Background: an optimization exercise with open tools, aiming at small area. Do not read the settings as production practice.
At most, simulation tests tie the RTL to the original design; equivalence was not proved.
Power and IR drop assume default switching activity.

job 9532:
// spi_top
module spi_top(
    input clk,rst,wr,
    input [7:0]din,addr,
    output done,err,
    output [7:0]dout
);
reg [127:0] ring0;
reg [127:0] ring1;
reg [3:0] ptr;
reg clr;
reg [4:0] cnt;
reg [7:0] cap;
reg done_r, err_r;
localparam [4:0] C3 = 5'd6, C22 = 5'd2, C23 = 5'd4;
wire ok     = (addr[7:5] == 3'd0);
wire done_n = ok ? (wr ? (cnt == C22) : (cnt == C23)) : (cnt == C3);
wire hit    = (ptr == addr[3:0]);
wire we     = wr & ok & hit & (cnt != 5'd0);
wire [7:0] d0 = (we & ~addr[4]) ? din : (clr ? 8'd0 : ring0[127:120]);
wire [7:0] d1 = (we &  addr[4]) ? din : (clr ? 8'd0 : ring1[127:120]);
wire cap_en = hit | ~ok;
wire cap_rd = cap_en & ~(wr | ~ok | clr);
wire cap_s0 = cap_rd & ~addr[4];
wire cap_s1 = cap_rd &  addr[4];
assign done = done_r;
assign err  = err_r;
assign dout = cap;
always @(posedge clk) begin
    ring0 <= {ring0[119:0], d0};
    ring1 <= {ring1[119:0], d1};
    cap <= (cap & {8{~cap_en}}) | (ring0[127:120] & {8{cap_s0}}) | (ring1[127:120] & {8{cap_s1}});
    if (rst) begin
        ptr <= 4'd0;
        clr <= 1'b1;
        cnt <= 5'd0;
        done_r <= 1'b0;
  ...
Size in the first run: ~400 cells after synthesis, about 280 flip-flops, roughly 29 I/O pins.
clock: 8.0 ns
lec_check: 0
cap_margin: 5
core_margin: 2
core_utilization: 70
slew_margin: 5
standard.sh (not shown) runs the stock make flow with config.mk's settings and CLKGATE_MAP_FILE= SYNTH_SCRIPT=/design/flow/synth_recipe.tcl, a recipe that flattens the netlist after the stock synthesis.
==> flow/flow/run.sh <==
#!/bin/bash
# Standard layout, with these changes:
# - after floorplanning, the combinational logic is re-mapped for area
#   (restructure.tcl), with a library copy that leaves out the platform's
#   don't-use cells (filter_lib.py);
# - the port buffers are the smallest buffer (buf_1);
# - cells with timing slack to spare are downsized before detailed placement
#   (recover.tcl);
# - clock tree synthesis clusters up to 20 flip-flops per clkbuf_8, builds
#   the tree above them from clkbuf_4 and inserts no dummy loads.
# Each ORFS step logs to orfs/logs/; make's output goes to standard.log.
set -euo pipefail
mkdir -p rmp
python3 flow/filter_lib.py \
  "$FLOW_HOME/platforms/sky130hd/lib/sky130_fd_sc_hd__tt_025C_1v80.lib" \
  rmp/lib.lib 'lpflow|probe' > rmp/filter_lib.log 2>&1
bash standard.sh \
  POST_FLOORPLAN_TCL="$PWD/flow/restructure.tcl" \
  BUFFER_PORTS_ARGS="-buffer_cell sky130_fd_sc_hd__buf_1" \
  PRE_DETAIL_PLACE_TCL="$PWD/flow/recover.tcl" \
  CTS_ARGS="-sink_clustering_enable -repair_clock_nets -sink_clustering_size 20 -sink_clustering_max_diameter 70 -buf_list sky130_fd_sc_hd__clkbuf_8 -root_buf sky130_fd_sc_hd__clkbuf_4 -tree_buf sky130_fd_sc_hd__clkbuf_4 -dont_use_dummy_load" \
  finish > standard.log 2>&1
Other scripts of this flow, unchanged in this note and not shown: flow/flow/filter_lib.py, flow/flow/recover.tcl, flow/flow/restructure.tcl
Job 9532 went all the way through the flow, and no timing, DRC or antenna check failed.
Setup changes, job 9532 to job 2500
diff --git a/flow/flow/run.sh b/flow/flow/run.sh
--- a/flow/flow/run.sh
+++ b/flow/flow/run.sh
@@ -21 +21 @@
-  CTS_ARGS="-sink_clustering_enable -repair_clock_nets -sink_clustering_size 20 -sink_clustering_max_diameter 70 -buf_list sky130_fd_sc_hd__clkbuf_8 -root_buf sky130_fd_sc_hd__clkbuf_4 -tree_buf sky130_fd_sc_hd__clkbuf_4 -dont_use_dummy_load" \
+  CTS_ARGS="-sink_clustering_enable -repair_clock_nets -sink_clustering_size 20 -sink_clustering_max_diameter 70 -buf_list sky130_fd_sc_hd__clkbuf_8 -root_buf sky130_fd_sc_hd__clkbuf_8 -tree_buf sky130_fd_sc_hd__clkbuf_4 -sink_clustering_levels 1 -dont_use_dummy_load" \
diff --git a/flow/config.mk b/flow/config.mk
--- a/flow/config.mk
+++ b/flow/config.mk
@@ -8 +8 @@
-export CAP_MARGIN = 5
+export CAP_MARGIN = 20
@@ -11 +11 @@
-export SLEW_MARGIN = 5
+export SLEW_MARGIN = 20
[summary]
- Compared with job 9532, job 2500 ends up with more cell area.
- Summary of job 2500 over job 9532: hold slack now larger; standby leakage power now larger; worst path setup slack after routing now larger; sum of routed wire segments on met1 now larger.
- Placed wire-length estimate: job 2500 vs job 9532 identical
- Run comparison: job 2500 capture point of the critical path ring0[6]; job 9532 capture point of the critical path ring1[4]
- Diff job 9532 -> job 2500: minimum period implied by the final worst setup slack now sits lower, total power now sits higher, share of power burned in the clock network now sits higher.
For job 5975, these inputs were changed with respect to job 2500:
diff --git a/flow/flow/run.sh b/flow/flow/run.sh
--- a/flow/flow/run.sh
+++ b/flow/flow/run.sh
@@ -21 +21 @@
-  CTS_ARGS="-sink_clustering_enable -repair_clock_nets -sink_clustering_size 20 -sink_clustering_max_diameter 70 -buf_list sky130_fd_sc_hd__clkbuf_8 -root_buf sky130_fd_sc_hd__clkbuf_8 -tree_buf sky130_fd_sc_hd__clkbuf_4 -sink_clustering_levels 1 -dont_use_dummy_load" \
+  CTS_ARGS="-sink_clustering_enable -repair_clock_nets -sink_clustering_size 20 -sink_clustering_max_diameter 70 -buf_list sky130_fd_sc_hd__clkbuf_8 -root_buf sky130_fd_sc_hd__clkbuf_4 -tree_buf sky130_fd_sc_hd__clkbuf_4 -dont_use_dummy_load" \
### Flow results
- Comparing endpoint required time on the critical path for job 2500 and job 5975, the smaller number came from job 2500.
- Between job 5975 and job 2500, the global-route usage does not differ in any meaningful way.
- Across job 2500 and job 5975, the outcome is the same: a clean finish for every run.
- [compare] base=job 2500 new=job 5975: wire length of the first global-routing pass now sits at about the same level; wire length now sits higher; footprint of the flip-flops and latches now sits at about the same level.
Inputs modified between job 5975 and job 2367:
diff --git a/flow/flow/run.sh b/flow/flow/run.sh
--- a/flow/flow/run.sh
+++ b/flow/flow/run.sh
@@ -21 +21 @@
-  CTS_ARGS="-sink_clustering_enable -repair_clock_nets -sink_clustering_size 20 -sink_clustering_max_diameter 70 -buf_list sky130_fd_sc_hd__clkbuf_8 -root_buf sky130_fd_sc_hd__clkbuf_4 -tree_buf sky130_fd_sc_hd__clkbuf_4 -dont_use_dummy_load" \
+  CTS_ARGS="-sink_clustering_enable -repair_clock_nets -sink_clustering_size 20 -sink_clustering_max_diameter 70 -buf_list sky130_fd_sc_hd__clkbuf_8 -root_buf sky130_fd_sc_hd__clkbuf_8 -tree_buf sky130_fd_sc_hd__clkbuf_4 -distance_between_buffers 500 -branching_point_buffers_distance 500 -dont_use_dummy_load" \
### Flow results
Taking job 5975 as the reference, in job 2367 parity-gate share of the synthesized area counting xor and xnor cells ~0 delta; logic depth of the worst setup path including buffers shows a reduction of 1; width of the die stayed essentially flat. Relative to job 5975, the sequential share of layout area of job 2367 is lower by 0.24 points. | relative area change from synthesis to final layout | job 2367 vs job 5975 | 0.29 points higher |. Between job 5975 and job 2367, the total track usage does not differ in any meaningful way. Status: switching part of the total parity (job 2367, job 5975). On final area, job 5975 tracks job 2367 almost exactly.

---

Another version of the RTL of spi_top (not shown whole).
Size: roughly 390 cells after synthesis, about 270 flip-flops, about 0.0065 sq mm of cells after synthesis.
Settings: LEC_CHECK=0, CAP_MARGIN=20, CORE_MARGIN=2, CORE_UTILIZATION=40, CTS_BUF_LIST=sky130_fd_sc_hd__clkbuf_16, CTS_CLUSTER_DIAMETER=100, CTS_CLUSTER_SIZE=30, SLEW_MARGIN=20; clock period 8.0 ns.
run.sh (not shown) runs the stock make flow with config.mk's settings and CLKGATE_MAP_FILE= SYNTH_SCRIPT=/design/flow/synth_recipe.tcl, a recipe that flattens the netlist after the stock synthesis.
Stock flow here: none of the scripts above is used.
Next try:
- CORE_UTILIZATION: 40 -> 70
- CTS_BUF_LIST: sky130_fd_sc_hd__clkbuf_16 -> sky130_fd_sc_hd__clkbuf_8
- CTS_CLUSTER_DIAMETER: 100 -> 50
- CTS_CLUSTER_SIZE: 30 -> 20
Effect:
- The new run finished clean
- die area falls by 42%
- clock-buffer cell count went up by 4
- utilization rises by 32 points
- flip-flop and latch count stays the same
- first-iteration DRC count goes down by 52%

---

## run 1
spi_top, a different RTL version from the one above (not shown whole).
Size: about 360 cells after synthesis, roughly 29 I/O pins.
Settings: LEC_CHECK=0, CAP_MARGIN=20, CORE_MARGIN=2, CORE_UTILIZATION=75, SLEW_MARGIN=20; clock period 8.0 ns.
standard.sh (not shown) runs the stock make flow with config.mk's settings and CLKGATE_MAP_FILE= SYNTH_SCRIPT=/design/flow/synth_recipe.tcl, a recipe that flattens the netlist after the stock synthesis.
==> flow/flow/run.sh <==
#!/bin/bash
# Standard layout, with these changes:
# - after floorplanning, the combinational logic is re-mapped for area
#   (restructure.tcl), with a library copy that leaves out the platform's
#   don't-use cells (filter_lib.py);
# - the port buffers are the smallest buffer (buf_1);
# - cells with timing slack to spare are downsized before detailed placement
#   (recover.tcl);
# - clock tree synthesis clusters up to 20 flip-flops per clkbuf_8, builds
#   the tree above them from clkbuf_4 and inserts no dummy loads.
# Each ORFS step logs to orfs/logs/; make's output goes to standard.log.
set -euo pipefail
mkdir -p rmp
python3 flow/filter_lib.py \
  "$FLOW_HOME/platforms/sky130hd/lib/sky130_fd_sc_hd__tt_025C_1v80.lib" \
  rmp/lib.lib 'lpflow|probe' > rmp/filter_lib.log 2>&1
bash standard.sh \
  POST_FLOORPLAN_TCL="$PWD/flow/restructure.tcl" \
  BUFFER_PORTS_ARGS="-buffer_cell sky130_fd_sc_hd__buf_1" \
  PRE_DETAIL_PLACE_TCL="$PWD/flow/recover.tcl" \
  CTS_ARGS="-sink_clustering_enable -repair_clock_nets -sink_clustering_size 20 -sink_clustering_max_diameter 70 -buf_list sky130_fd_sc_hd__clkbuf_8 -root_buf sky130_fd_sc_hd__clkbuf_4 -tree_buf sky130_fd_sc_hd__clkbuf_4 -dont_use_dummy_load" \
  finish > standard.log 2>&1
Other scripts of this flow, unchanged in this note and not shown: flow/flow/filter_lib.py, flow/flow/recover.tcl, flow/flow/restructure.tcl
diff inputs: run 1 => run 2
- CORE_UTILIZATION now 70, was 75
## What came out
Total power: run 2 below run 1
Status: post-synthesis to final-layout area growth parity (run 1, run 2)
Clock latency on the worst-skew pair is higher on run 2
Compared with run 1, run 2 has less setup slack.
Delta (run 2 minus run 1): tapcell count climbed about 3%; post-placement setup slack dropped 200 ps; post-layout minimum cycle time has increased.
For run 3, these inputs were changed with respect to run 2:
diff --git a/flow/flow/run.sh b/flow/flow/run.sh
--- a/flow/flow/run.sh
+++ b/flow/flow/run.sh
@@ -20,3 +20,3 @@
   PRE_DETAIL_PLACE_TCL="$PWD/flow/recover.tcl" \
-  CTS_ARGS="-sink_clustering_enable -repair_clock_nets -sink_clustering_size 20 -sink_clustering_max_diameter 70 -buf_list sky130_fd_sc_hd__clkbuf_8 -root_buf sky130_fd_sc_hd__clkbuf_4 -tree_buf sky130_fd_sc_hd__clkbuf_4 -dont_use_dummy_load" \
+  CTS_ARGS="-sink_clustering_enable -repair_clock_nets -sink_clustering_size 22 -sink_clustering_max_diameter 70 -buf_list sky130_fd_sc_hd__clkbuf_8 -root_buf sky130_fd_sc_hd__clkbuf_4 -tree_buf sky130_fd_sc_hd__clkbuf_4 -dont_use_dummy_load" \
   finish > standard.log 2>&1
## What came out
The via-per-instance ratio reported for run 3 is smaller than that of run 2 by 0.35%.
The capturing element of the worst setup path comes out ring1[5] in one run and ring1[6] in the other, namely in run 3 and run 2 respectively.
Measured against each other, run 3 and run 2 differ in power drawn by the clock network, the higher figure coming from run 2.
Total overflow reported by the global router essentially unchanged between run 2 and run 3.
Between run 2 and run 3, the design area does not differ in any meaningful way.
The number of standard cells in the layout, taps in and fillers out of run 3 and that of run 2 are within noise of each other.
Density: run 3 sparser than run 2
Edits applied to the flow inputs when going from run 3 to run 4:
- a change of CORE_UTILIZATION from 70 to 65
diff --git a/flow/flow/run.sh b/flow/flow/run.sh
--- a/flow/flow/run.sh
+++ b/flow/flow/run.sh
@@ -20,3 +20,3 @@
   PRE_DETAIL_PLACE_TCL="$PWD/flow/recover.tcl" \
-  CTS_ARGS="-sink_clustering_enable -repair_clock_nets -sink_clustering_size 22 -sink_clustering_max_diameter 70 -buf_list sky130_fd_sc_hd__clkbuf_8 -root_buf sky130_fd_sc_hd__clkbuf_4 -tree_buf sky130_fd_sc_hd__clkbuf_4 -dont_use_dummy_load" \
+  CTS_ARGS="-sink_clustering_enable -repair_clock_nets -sink_clustering_size 20 -sink_clustering_max_diameter 70 -buf_list sky130_fd_sc_hd__clkbuf_8 -root_buf sky130_fd_sc_hd__clkbuf_4 -tree_buf sky130_fd_sc_hd__clkbuf_4 -dont_use_dummy_load" \
   finish > standard.log 2>&1
==> summary.txt <==
Share of cell area taken by flip-flops and latches, run 4 and run 3: larger value in run 3
Taking run 3 as the reference, in run 4 deepest clock path buffer count shows no meaningful change, die area shows an increase of 720 um2.
Compared with run 3, run 4 shows a higher maximum frequency.
Delta (run 4 minus run 3): final cell count increased by 22 relative to the old numbers; number of clock-tree buffers in the layout increased by 1 relative to the old numbers.

---

v4:
spi_top, a different RTL version from the one above (not shown whole).
Size in the first run: ~360 cells after synthesis, roughly 280 flip-flops, about 29 I/O pins, ~6300 um^2 of cells after synthesis.
Settings: LEC_CHECK=0, CAP_MARGIN=20, CORE_MARGIN=2, CORE_UTILIZATION=70, SLEW_MARGIN=20; clock period 8.0 ns.
==> flow/flow/run.sh <==
#!/bin/bash
set -euo pipefail
bash standard.sh \
  BUFFER_PORTS_ARGS="-buffer_cell sky130_fd_sc_hd__buf_1" \
  PRE_DETAIL_PLACE_TCL="$PWD/flow/recover.tcl" \
  CTS_ARGS="-sink_clustering_enable -repair_clock_nets -dont_use_dummy_load -sink_clustering_size 20 -sink_clustering_max_diameter 50 -buf_list sky130_fd_sc_hd__clkbuf_8 -root_buf sky130_fd_sc_hd__clkbuf_4 -tree_buf sky130_fd_sc_hd__clkbuf_4" \
  finish > standard.log 2>&1
==> flow/flow/recover.tcl <==
# Downsize cells on paths with timing slack to spare (ORFS hook, sourced
# before detailed placement).
estimate_parasitics -placement
repair_timing -recover_power 100
v4 ended with every stage complete and zero timing, DRC or antenna violations.
### v4 -> v55
==> flow/flow/run.sh <==
#!/bin/bash
set -euo pipefail
bash standard.sh \
  BUFFER_PORTS_ARGS="-buffer_cell sky130_fd_sc_hd__buf_1" \
  PRE_DETAIL_PLACE_TCL="$PWD/flow/recover.tcl" \
  CTS_ARGS="-sink_clustering_enable -repair_clock_nets -dont_use_dummy_load -sink_clustering_size 34 -sink_clustering_max_diameter 50 -buf_list sky130_fd_sc_hd__clkbuf_16 -root_buf sky130_fd_sc_hd__clkbuf_4 -tree_buf sky130_fd_sc_hd__clkbuf_4" \
  finish > standard.log 2>&1
Notes after the runs:
In the final reports, the cell area of v55 is larger than that of v4.
v55 vs. v4: arrival time at the worst endpoint barely changed; worst endpoint required time essentially unchanged; final critical-path share of the clock period saw a decrease; areal power density over the cells +3.4%; switching power share of the total has decreased.
Measured against v4, the routed wire length of v55 comes out at 1.12 times the reference value.
> inputs changed (v55 -> v59)
# v55
export LEC_CHECK = 0
export CAP_MARGIN = 20
export CORE_MARGIN = 2
export CORE_UTILIZATION = 70
export SLEW_MARGIN = 20
create_clock -name core_clock -period 8.0 [get_ports {clk}]
# v59
export LEC_CHECK = 0
export CAP_MARGIN = 20
export CORE_MARGIN = 2
export CORE_UTILIZATION = 70
export CTS_BUF_LIST = sky130_fd_sc_hd__clkbuf_8
export CTS_CLUSTER_DIAMETER = 50
export CTS_CLUSTER_SIZE = 20
export SLEW_MARGIN = 20
create_clock -name core_clock -period 8.0 [get_ports {clk}]
==> flow/flow/run.sh <==
#!/bin/bash
# Standard layout, with three changes: the port buffers are the smallest
# buffer (buf_1), clock tree synthesis inserts no dummy loads, and cells
# with timing slack to spare are downsized before detailed placement.
set -euo pipefail
bash standard.sh \
  BUFFER_PORTS_ARGS="-buffer_cell sky130_fd_sc_hd__buf_1" \
  PRE_DETAIL_PLACE_TCL="$PWD/flow/recover.tcl" \
  CTS_ARGS="-sink_clustering_enable -repair_clock_nets -sink_clustering_size 20 -sink_clustering_max_diameter 50 -buf_list sky130_fd_sc_hd__clkbuf_8 -dont_use_dummy_load" \
  finish > standard.log 2>&1
Findings:
- Compared to v55, v59 has total power density per cell area about 2.5% lower.
- Global-route usage: v59 vs v55 down 1.8 points
- v59: total clock buffers created by CTS 4 above v55
- Looking at clock share of power across v59 and v55, the one that comes out higher is v55.
- Summed area of non-filler cells in the final layout on v59 is ahead of v55.
- Against v55 as the reference, v59 delivers a lower via count of the first global-routing pass.
- Count of clock-buffer cells in the layout (higher): v59
No run of this note included a check of the RTL's function; only the layout flow was run.

-- afterwards: timing with drivers on the ports --
The results above use ideal ports. As a check the final layouts listed here were re-extracted and re-timed, cells and wires unchanged.
Step 1 sets driving cells, clkbuf_16 on the clock port and buf_2 on the other inputs (assumed; they add their load-dependent delay and slew).
Step 2 times the ports against the registers' clock, not the clock port: input delays grow and output delays shrink by t, the midpoint of the rising clock arrivals with the driver on.
Slacks: no drivers / after step 1 / after step 2; pairs: no drivers / after step 1.
run | t (ns) | setup WS [ns] | hold WS [ns] | worst setup path at the end | worst data-port slew with drivers (ns)
job 9532 | 0.583 | 4.261 / 4.263 / 3.680 | 0.303 / 0.303 / 0.303 | input to register | 0.04
job 2500 | 0.502 | 4.273 / 4.280 / 3.778 | 0.314 / 0.314 / 0.314 | input to register | 0.04
job 5975 | 0.586 | 4.346 / 4.357 / 3.772 | 0.304 / 0.304 / 0.304 | input to register | 0.04
job 2367 | 0.502 | 4.273 / 4.280 / 3.778 | 0.314 / 0.314 / 0.314 | input to register | 0.04
the first run of note 2 | 0.490 | 2.591 / 2.566 / 2.566 | 0.304 / 0.304 / 0.304 | input to output | 0.04
the second run of note 2 | 0.524 | 2.703 / 2.678 / 2.678 | 0.324 / 0.324 / 0.324 | input to output | 0.05
run 1 | 0.585 | 4.246 / 4.254 / 3.669 | 0.315 / 0.315 / 0.315 | input to register | 0.04
run 2 | 0.594 | 4.077 / 4.089 / 3.495 | 0.300 / 0.300 / 0.300 | input to register | 0.05
run 3 | 0.588 | 4.121 / 4.132 / 3.544 | 0.290 / 0.290 / 0.290 | input to register | 0.05
run 4 | 0.586 | 4.266 / 4.278 / 3.692 | 0.318 / 0.318 / 0.318 | input to register | 0.05
v4 | 0.595 | 5.046 / 5.053 / 4.459 | 0.282 / 0.282 / 0.282 | input to register | 0.03
v55 | 0.613 | 5.075 / 5.084 / 4.471 | 0.283 / 0.283 / 0.283 | input to register | 0.03
v59 | 0.514 | 4.965 / 4.976 / 4.462 | 0.282 / 0.282 / 0.282 | input to register | 0.03
After both steps every run listed still meets setup and hold. For v55, which loses most, drivers alone change the setup slack by +0.009 ns; drivers and shift together by -0.604 ns.
